This is an optimization exercise on Yosys and OpenROAD, whose aim is small area and a short achievable clock period, not a production implementation. Where RTL was checked, it was by simulation tests only, not by an equivalence proof against the original. Power is estimated from default activity; no workload was simulated.

==> flow/design.v <==
`timescale 1ns / 1ps
module quant_pre(
    input             clk,
    input             rst,
    input      [31:0] i_max,
    input      [31:0] i_activation,
    output reg [24:0] o_a,      
    output reg [22:0] o_nm,     
    output reg [2:0]  o_sh,     
    output reg        o_big,    
    output reg        o_eq      
);
    wire [7:0] em = i_max[30:23];
    wire [7:0] ea = i_activation[30:23];
    wire [7:0] d  = em - ea;
    wire big  = ea > em;
    wire zero = ea < (em - 8'd8);
    wire eq   = (ea == em);
    always @(posedge clk) begin
        begin
            o_nm  <= ~i_max[22:0];
            o_big <= big;
            o_eq  <= eq & ~zero;
            o_sh  <= eq ? 3'd0 : (d[2:0] - 3'd1);
            if (zero & ~big)
                o_a <= 25'd0;
            else if (eq)
                o_a <= {1'b1, i_activation[22:0], 1'b0};
            else
                o_a <= {2'b01, i_activation[22:0]};
        end
    end
endmodule
`timescale 1ns / 1ps
module quant_divider #(parameter ARCH = 0) (
    input  [24:0] i_v,
    input  [22:0] i_nm,       
    output        o_bit,
    output [23:0] o_rem
);
    localparam N = 24;
    wire [N-1:0] a = i_v[N-1:0];
    wire [N-1:0] b = {1'b0, i_nm};           
    wire [N-1:0] g = a & b;
    wire [N-1:0] p = a ^ b;
    wire [N-1:0] g0 = {g[N-1:1], a[0] | b[0]};
    localparam L = 5;
    wire [N-1:0] G [0:L];
    wire [N-1:0] P [0:L];
    assign G[0] = g0;
    assign P[0] = {p[N-1:1], 1'b0};
    genvar l, i;
    generate
        for (l = 0; l < L; l = l + 1) begin : g_lvl
            for (i = 0; i < N; i = i + 1) begin : g_bit
                if (ARCH == 0) begin : ks    
                    if (i >= (1 << l)) begin : m
                        assign G[l+1][i] = G[l][i] | (P[l][i] & G[l][i - (1 << l)]);
                        assign P[l+1][i] = P[l][i] & P[l][i - (1 << l)];
                    end else begin : t
                        assign G[l+1][i] = G[l][i];
                        assign P[l+1][i] = P[l][i];
                    end
                end else begin : sk         
                    if ((i >> l) & 1) begin : m
                        assign G[l+1][i] = G[l][i] | (P[l][i] & G[l][((i >> l) << l) - 1]);
                        assign P[l+1][i] = P[l][i] & P[l][((i >> l) << l) - 1];
                    end else begin : t
                        assign G[l+1][i] = G[l][i];
                        assign P[l+1][i] = P[l][i];
                    end
                end
            end
        end
    endgenerate
    wire [N-1:0] BG [0:2*L];
    wire [N-1:0] BP [0:2*L];
    assign BG[0] = G[0];
    assign BP[0] = P[0];
    generate
        for (l = 0; l < L; l = l + 1) begin : g_up
            for (i = 0; i < N; i = i + 1) begin : g_bit
                if (((i + 1) % (2 << l)) == 0) begin : m
                    assign BG[l+1][i] = BG[l][i] | (BP[l][i] & BG[l][i - (1 << l)]);
                    assign BP[l+1][i] = BP[l][i] & BP[l][i - (1 << l)];
                end else begin : t
                    assign BG[l+1][i] = BG[l][i];
                    assign BP[l+1][i] = BP[l][i];
                end
            end
        end
        for (l = L - 2; l >= 0; l = l - 1) begin : g_dn
            for (i = 0; i < N; i = i + 1) begin : g_bit
                if (((i + 1) % (2 << l)) == (1 << l) && i > (1 << l)) begin : m
                    assign BG[2*L-1-l][i] = BG[2*L-2-l][i] | (BP[2*L-2-l][i] & BG[2*L-2-l][i - (1 << l)]);
                    assign BP[2*L-1-l][i] = BP[2*L-2-l][i] & BP[2*L-2-l][i - (1 << l)];
                end else begin : t
                    assign BG[2*L-1-l][i] = BG[2*L-2-l][i];
                    assign BP[2*L-1-l][i] = BP[2*L-2-l][i];
                end
            end
        end
    endgenerate
    wire [N-1:0] cy = (ARCH == 2) ? BG[2*L-1] : G[L];    
    wire [N-1:0] cin = {cy[N-2:0], 1'b1};     
    wire [N-1:0] d = p ^ cin;
    assign o_bit = i_v[24] | cy[N-1];
    assign o_rem = o_bit ? d : a;
endmodule
`timescale 1ns / 1ps
module quantizer(
    input         clk,
    input         rst,
    input  [31:0] i_max,
    input  [31:0] i_activation,
    output [7:0]  o_index
);
    wire [24:0] a0;
    wire [22:0] mm0;
    wire [2:0]  sh0;
    wire        big0, eq0;
    quant_pre u_quant_pre(
        .clk(clk), .rst(rst), .i_max(i_max), .i_activation(i_activation),
        .o_a(a0), .o_nm(mm0), .o_sh(sh0), .o_big(big0), .o_eq(eq0)
    );
    wire        c1;
    wire [23:0] rem1;
    quant_divider #(.ARCH(2)) u_step1(.i_v(a0), .i_nm(mm0), .o_bit(c1), .o_rem(rem1));
    wire sat1 = big0 | (eq0 & (a0[23:1] >= ~mm0));
    wire [23:0] rem [1:8];
    wire [22:0] mm  [1:8];
    wire [2:0]  sh  [1:8];
    wire        sat [1:8];
    wire [7:0]  q   [1:8];    
    assign rem[1] = rem1;
    assign mm[1]  = mm0;
    assign sh[1]  = sh0;
    assign sat[1] = sat1;
    assign q[1]   = {7'd0, c1};
    genvar k;
    generate
        for (k = 2; k <= 8; k = k + 1) begin : g_stage
            reg [23:0] r_rem;
            reg [22:0] r_mm;
            reg [2:0]  r_sh;
            reg        r_sat;
            reg [6:0]  r_q;
            always @(posedge clk) begin
                begin
                    r_rem <= rem[k-1];
                    r_mm  <= mm[k-1];
                    r_sh  <= sh[k-1];
                    r_sat <= sat[k-1];
                    r_q   <= q[k-1][6:0];
                end
            end
            wire        c;
            wire [23:0] nrem;
            quant_divider #(.ARCH(2)) u_step(.i_v({r_rem, 1'b0}), .i_nm(r_mm), .o_bit(c), .o_rem(nrem));
            assign rem[k] = nrem;
            assign mm[k]  = r_mm;
            assign sh[k]  = r_sh;
            assign sat[k] = r_sat;
            assign q[k]   = {r_q, c};
        end
    endgenerate
    wire [7:0] idx = sat[8] ? 8'hff : (q[8] >> sh[8]);
    reg [7:0] r_valid;
    reg [7:0] r_index;
    always @(posedge clk or posedge rst) begin
        if (rst) begin
            r_valid <= 8'd0;
            r_index <= 8'd0;
        end else begin
            r_valid <= {r_valid[6:0], 1'b1};
            r_index <= idx & {8{r_valid[7]}};
        end
    end
    assign o_index = r_index;
endmodule
export LEC_CHECK = 0
export CAP_MARGIN = 20
export CORE_MARGIN = 2
export CORE_UTILIZATION = 60
export SETUP_SLACK_MARGIN = 2.0
export SLEW_MARGIN = 20
create_clock -name core_clock -period 5.0 [get_ports {clk}]
run.sh (not shown) runs the stock make flow with config.mk's settings and CLKGATE_MAP_FILE= SYNTH_SCRIPT=/design/flow/synth_recipe.tcl, a recipe that flattens the netlist after the stock synthesis.
Edit:
--- a/flow/design.v
+++ b/flow/design.v
@@ -6,5 +6,5 @@
     input      [31:0] i_activation,
     output reg [24:0] o_a,      
-    output reg [22:0] o_nm,     
+    output reg [22:0] o_mm,     
     output reg [2:0]  o_sh,     
     output reg        o_big,    
@@ -19,5 +19,5 @@
     always @(posedge clk) begin
         begin
-            o_nm  <= ~i_max[22:0];
+            o_mm  <= i_max[22:0];
             o_big <= big;
             o_eq  <= eq & ~zero;
@@ -35,5 +35,5 @@
 module quant_divider #(parameter ARCH = 0) (
     input  [24:0] i_v,
-    input  [22:0] i_nm,       
+    input  [22:0] i_mm,
     output        o_bit,
     output [23:0] o_rem
@@ -41,5 +41,5 @@
     localparam N = 24;
     wire [N-1:0] a = i_v[N-1:0];
-    wire [N-1:0] b = {1'b0, i_nm};           
+    wire [N-1:0] b = ~{1'b1, i_mm};           
     wire [N-1:0] g = a & b;
     wire [N-1:0] p = a ^ b;
@@ -74,33 +74,5 @@
         end
     endgenerate
-    wire [N-1:0] BG [0:2*L];
-    wire [N-1:0] BP [0:2*L];
-    assign BG[0] = G[0];
-    assign BP[0] = P[0];
-    generate
-        for (l = 0; l < L; l = l + 1) begin : g_up
-            for (i = 0; i < N; i = i + 1) begin : g_bit
-                if (((i + 1) % (2 << l)) == 0) begin : m
-                    assign BG[l+1][i] = BG[l][i] | (BP[l][i] & BG[l][i - (1 << l)]);
-                    assign BP[l+1][i] = BP[l][i] & BP[l][i - (1 << l)];
-                end else begin : t
-                    assign BG[l+1][i] = BG[l][i];
-                    assign BP[l+1][i] = BP[l][i];
-                end
-            end
-        end
-        for (l = L - 2; l >= 0; l = l - 1) begin : g_dn
-            for (i = 0; i < N; i = i + 1) begin : g_bit
-                if (((i + 1) % (2 << l)) == (1 << l) && i > (1 << l)) begin : m
-                    assign BG[2*L-1-l][i] = BG[2*L-2-l][i] | (BP[2*L-2-l][i] & BG[2*L-2-l][i - (1 << l)]);
-                    assign BP[2*L-1-l][i] = BP[2*L-2-l][i] & BP[2*L-2-l][i - (1 << l)];
-                end else begin : t
-                    assign BG[2*L-1-l][i] = BG[2*L-2-l][i];
-                    assign BP[2*L-1-l][i] = BP[2*L-2-l][i];
-                end
-            end
-        end
-    endgenerate
-    wire [N-1:0] cy = (ARCH == 2) ? BG[2*L-1] : G[L];    
+    wire [N-1:0] cy = G[L];                   
     wire [N-1:0] cin = {cy[N-2:0], 1'b1};     
     wire [N-1:0] d = p ^ cin;
@@ -122,10 +94,10 @@
     quant_pre u_quant_pre(
         .clk(clk), .rst(rst), .i_max(i_max), .i_activation(i_activation),
-        .o_a(a0), .o_nm(mm0), .o_sh(sh0), .o_big(big0), .o_eq(eq0)
+        .o_a(a0), .o_mm(mm0), .o_sh(sh0), .o_big(big0), .o_eq(eq0)
     );
     wire        c1;
     wire [23:0] rem1;
-    quant_divider #(.ARCH(2)) u_step1(.i_v(a0), .i_nm(mm0), .o_bit(c1), .o_rem(rem1));
-    wire sat1 = big0 | (eq0 & (a0[23:1] >= ~mm0));
+    quant_divider #(.ARCH(0)) u_step1(.i_v(a0), .i_mm(mm0), .o_bit(c1), .o_rem(rem1));
+    wire sat1 = big0 | (eq0 & (a0[23:1] >= mm0));
     wire [23:0] rem [1:8];
     wire [22:0] mm  [1:8];
@@ -157,5 +129,5 @@
             wire        c;
             wire [23:0] nrem;
-            quant_divider #(.ARCH(2)) u_step(.i_v({r_rem, 1'b0}), .i_nm(r_mm), .o_bit(c), .o_rem(nrem));
+            quant_divider #(.ARCH(0)) u_step(.i_v({r_rem, 1'b0}), .i_mm(r_mm), .o_bit(c), .o_rem(nrem));
             assign rem[k] = nrem;
             assign mm[k]  = r_mm;
What happened: Cell area increases by roughly a tenth; total power grows by a quarter to a third; non-clock buffer count grows by 55; setup slack loses 0.19 ns; critical path depth climbs by 1; routed wire length increases by a quarter to a third; worst hold slack loses 0.0078 ns; register-to-register slack loses 0.19 ns; die area goes up by a little under a tenth; clock-buffer cell count rose by 3; clock skew barely changes; global-route usage came out higher by 2.4 points; cell count rose by about a fifth; first-iteration DRC count rose by roughly a tenth.
The RTL of the second run of this note was laid out without a check of its function.

[port drivers added, routing unchanged]
How much do the figures lean on ideal ports? The routed layouts below were timed once more, with nothing changed but the port constraints.
Step 1: set_driving_cell puts a clkbuf_16 on clk and a buf_2 on each other input, an assumption about the parent block.
Step 2 moves the port delays by t, midway between the first and last clock arrival at a register: inputs arrive t later, outputs are due t later. That takes back most of the time a late clock gives input paths.
a / b / c = ideal / step 1 / step 2; a / b = the first two.
| run | t, ns | slack for setup (ns) | worst register clock-pin slew, ns | worst data-port slew with drivers (ns) | pins driven straight from the clock port |
|---|---|---|---|---|---|
| the first run | 0.598 | 2.094 / 2.094 / 1.534 | 0.06 / 0.06 | 0.03 | 1 |
| the second run | 0.617 | 1.906 / 1.906 / 1.533 | 0.06 / 0.06 | 0.05 | 1 |
After both steps every run listed still meets setup and hold. For the first run, which loses most, drivers alone change the setup slack by 0.000 ns; drivers and shift together by -0.560 ns.
